Background: an optimization exercise with open tools, aiming at small area. Do not read the settings as production practice.
Only simulation tests tie the RTL to the original design; equivalence was not proved.
The clock input has no modelled driver; a real chip could not lean on it and would need a root buffer or a full tree.
No activity file was given, so power comes from the tool's default toggle rates.

==> module sonar, before the edit <==
module sonar(
input clk, rst_n,  
input do_measure,
input sonar_pulse,
output reg [7:0] inches,
output sonar_trigger,
output READY
);
localparam [10:0] C_INIT = 11'd1326;                    
localparam [10:0] C_END  = 11'd1885, M_END = 11'd959;   
localparam [10:0] C_PRE  = 11'd1747, M_PRE = 11'd1919;  
reg s1, s0;
assign READY = ~s1 & ~s0;
assign sonar_trigger = ~s1 & s0;
localparam [10:0] P = 11'b01010101010;
reg [10:0] cs;
wire [10:0] c = cs ^ P;
reg [7:0] q;
wire e_end = (c & M_END) == (C_END & M_END);
wire e_pre = (c & M_PRE) == (C_PRE & M_PRE);
wire wrap = s0 & e_end & q[4] & q[1];  
wire inc = s0 ? e_pre : e_end;
always @(negedge rst_n or posedge clk)
    if (~rst_n) begin
        s1 <= 1'b0;
        s0 <= 1'b0;
    end else begin
        s1 <= sonar_pulse & (s1 | s0);
        s0 <= s1 ? (s0 & sonar_pulse & ~wrap) : (s0 | do_measure);
    end
always @(posedge clk)
    if (s1 & ~sonar_pulse)
        inches <= q;
always @(posedge clk)
    if (~s1) begin
        cs <= C_INIT ^ P;
        q <= 8'd12;
    end else begin
        cs <= {c[9:0], c[10] ^ c[8] ^ e_end} ^ P;
        q <= (q + inc) & ~{3'b000, wrap, 2'b00, wrap, 1'b0};
    end
endmodule
Settings: LEC_CHECK=0, CAP_MARGIN=20, CORE_AREA=2 2 58.01 58.01, DIE_AREA=0 0 60.01 60.01, SLEW_MARGIN=20; clock period 25.0 ns.
standard.sh (not shown) runs the stock make flow with config.mk's settings and CLKGATE_MAP_FILE= SYNTH_SCRIPT=/design/flow/synth_recipe.tcl, a recipe that flattens the netlist after the stock synthesis.
==> flow/flow/run.sh <==
#!/bin/bash
# Layout flow: the standard synthesis with its combinational logic re-mapped by ABC for
# area (the smallest of a few ABC scripts, applied for up to three rounds, and used only if
# proven equivalent to the standard synthesis), the standard floorplan and placement with
# one-cell port buffers, a clock tree of three inverters, then the standard routing and finish.
# Each tool's output goes to a log_*.txt file here.
set -euo pipefail
W=$(pwd)
R=$W/orfs/results/$FLOW_PLATFORM/sonar/base
export LIB=$FLOW_HOME/platforms/$FLOW_PLATFORM/lib/sky130_fd_sc_hd__tt_025C_1v80.lib
export DONT_USE_CELLS=$(cat flow/dont_use.txt)   # the platform's DONT_USE_CELLS
B="BUFFER_PORTS_ARGS=-buffer_cell sky130_fd_sc_hd__buf_1"
area() { awk '/Chip area/ {print $NF}' $1; }

bash standard.sh synth "$B" > log_synth.txt 2>&1
cp $R/1_2_yosys.v std_synth.v
python3 flow/genmodels.py $LIB cells_comb.v
mkdir -p remap
cp std_synth.v remap/best.v
best=1e9
for round in 1 2 3; do
  improved=0
  for s in flow/abc/*.abc; do
    k=$(basename $s .abc)
    if IN=remap/best.v OUT=remap/r${round}_$k.v ABC=$s yosys -c flow/remap.tcl > log_remap_r${round}_$k.txt 2>&1; then
      a=$(area remap/r${round}_$k.v.area)
      echo "round $round $k $a" >> log_remap_summary.txt
      if awk "BEGIN{exit !($a < $best - 0.01)}"; then best=$a; cand=remap/r${round}_$k.v; improved=1; fi
    fi
  done
  [ $improved = 1 ] || break
  cp $cand remap/best.v
done
echo "best $best" >> log_remap_summary.txt
if [ $best != 1e9 ] && GATE=remap/best.v yosys -c flow/equiv.tcl > log_equiv.txt 2>&1; then
  cp remap/best.v $R/1_2_yosys.v
  touch $R/1_2_yosys.v
  echo "re-mapped netlist used" >> log_remap_summary.txt
else
  echo "re-mapped netlist not used" >> log_remap_summary.txt
fi
bash standard.sh place "$B" > log_place.txt 2>&1
RES=$R INV1=sky130_fd_sc_hd__inv_2 INV2=sky130_fd_sc_hd__inv_4 SPLITIDX=0 openroad -no_init -exit flow/cts.tcl > log_cts.txt 2>&1
bash standard.sh finish "$B" > log_finish.txt 2>&1
Other scripts of this flow, unchanged in this note and not shown: flow/flow/abc/a1.abc, flow/flow/abc/a2.abc, flow/flow/abc/a3.abc, flow/flow/abc/a4.abc, flow/flow/abc/a5.abc, flow/flow/abc/a6.abc, flow/flow/abc/a7.abc, flow/flow/cts.tcl, flow/flow/dont_use.txt, flow/flow/equiv.tcl, flow/flow/genmodels.py, flow/flow/remap.tcl
The baseline ran to the end with no violations.
Next try:
--- a/flow/design.v
+++ b/flow/design.v
@@ -8,7 +8,7 @@
 output READY
 );
-localparam [10:0] C_INIT = 11'd1326;                    
-localparam [10:0] C_END  = 11'd1885, M_END = 11'd959;   
-localparam [10:0] C_PRE  = 11'd1747, M_PRE = 11'd1919;  
+localparam [10:0] C_INIT = 11'd91;                      
+localparam [10:0] C_END  = 11'd1771, M_END = 11'd1015;  
+localparam [10:0] C_PRE  = 11'd1891, M_PRE = 11'd1503;  
 reg s1, s0;
 assign READY = ~s1 & ~s0;
@@ -38,5 +38,5 @@
         q <= 8'd12;
     end else begin
-        cs <= {c[9:0], c[10] ^ c[8] ^ e_end} ^ P;
+        cs <= {c[9:0], c[10] ^ c[1] ^ e_end} ^ P;
         q <= (q + inc) & ~{3'b000, wrap, 2'b00, wrap, 1'b0};
     end
Global-route usage shrinks by 1.2 points.
First-iteration DRC count drops by well over a third.
Combinational power goes down by a few percent.
Worst hold slack barely changes.
Cell area goes down slightly.
No run of this note takes its clock network from TritonCTS; it comes from the design's own scripts or RTL.

[re-timing with driven ports]
How much do the figures lean on ideal ports? The routed layouts below were timed once more, with nothing changed but the port constraints.
Step 1, drivers: a clkbuf_16 drives clk and a buf_2 each remaining input, both assumed.
Step 2 moves the port delays by t, midway between the first and last clock arrival at a register: inputs arrive t later, outputs are due t later. That takes back most of the time a late clock gives input paths.
Slacks: ideal / step 1 / step 2; pairs: ideal / step 1.
run	t, ns	setup WS [ns]	worst slew at a driven data input, ns	cell pins on the clock port's net
the first run	0.180	18.976 / 18.952 / 19.073	0.03	1
the second run	0.183	18.931 / 18.908 / 19.073	0.03	1
After both steps setup and hold are still met in every run listed.
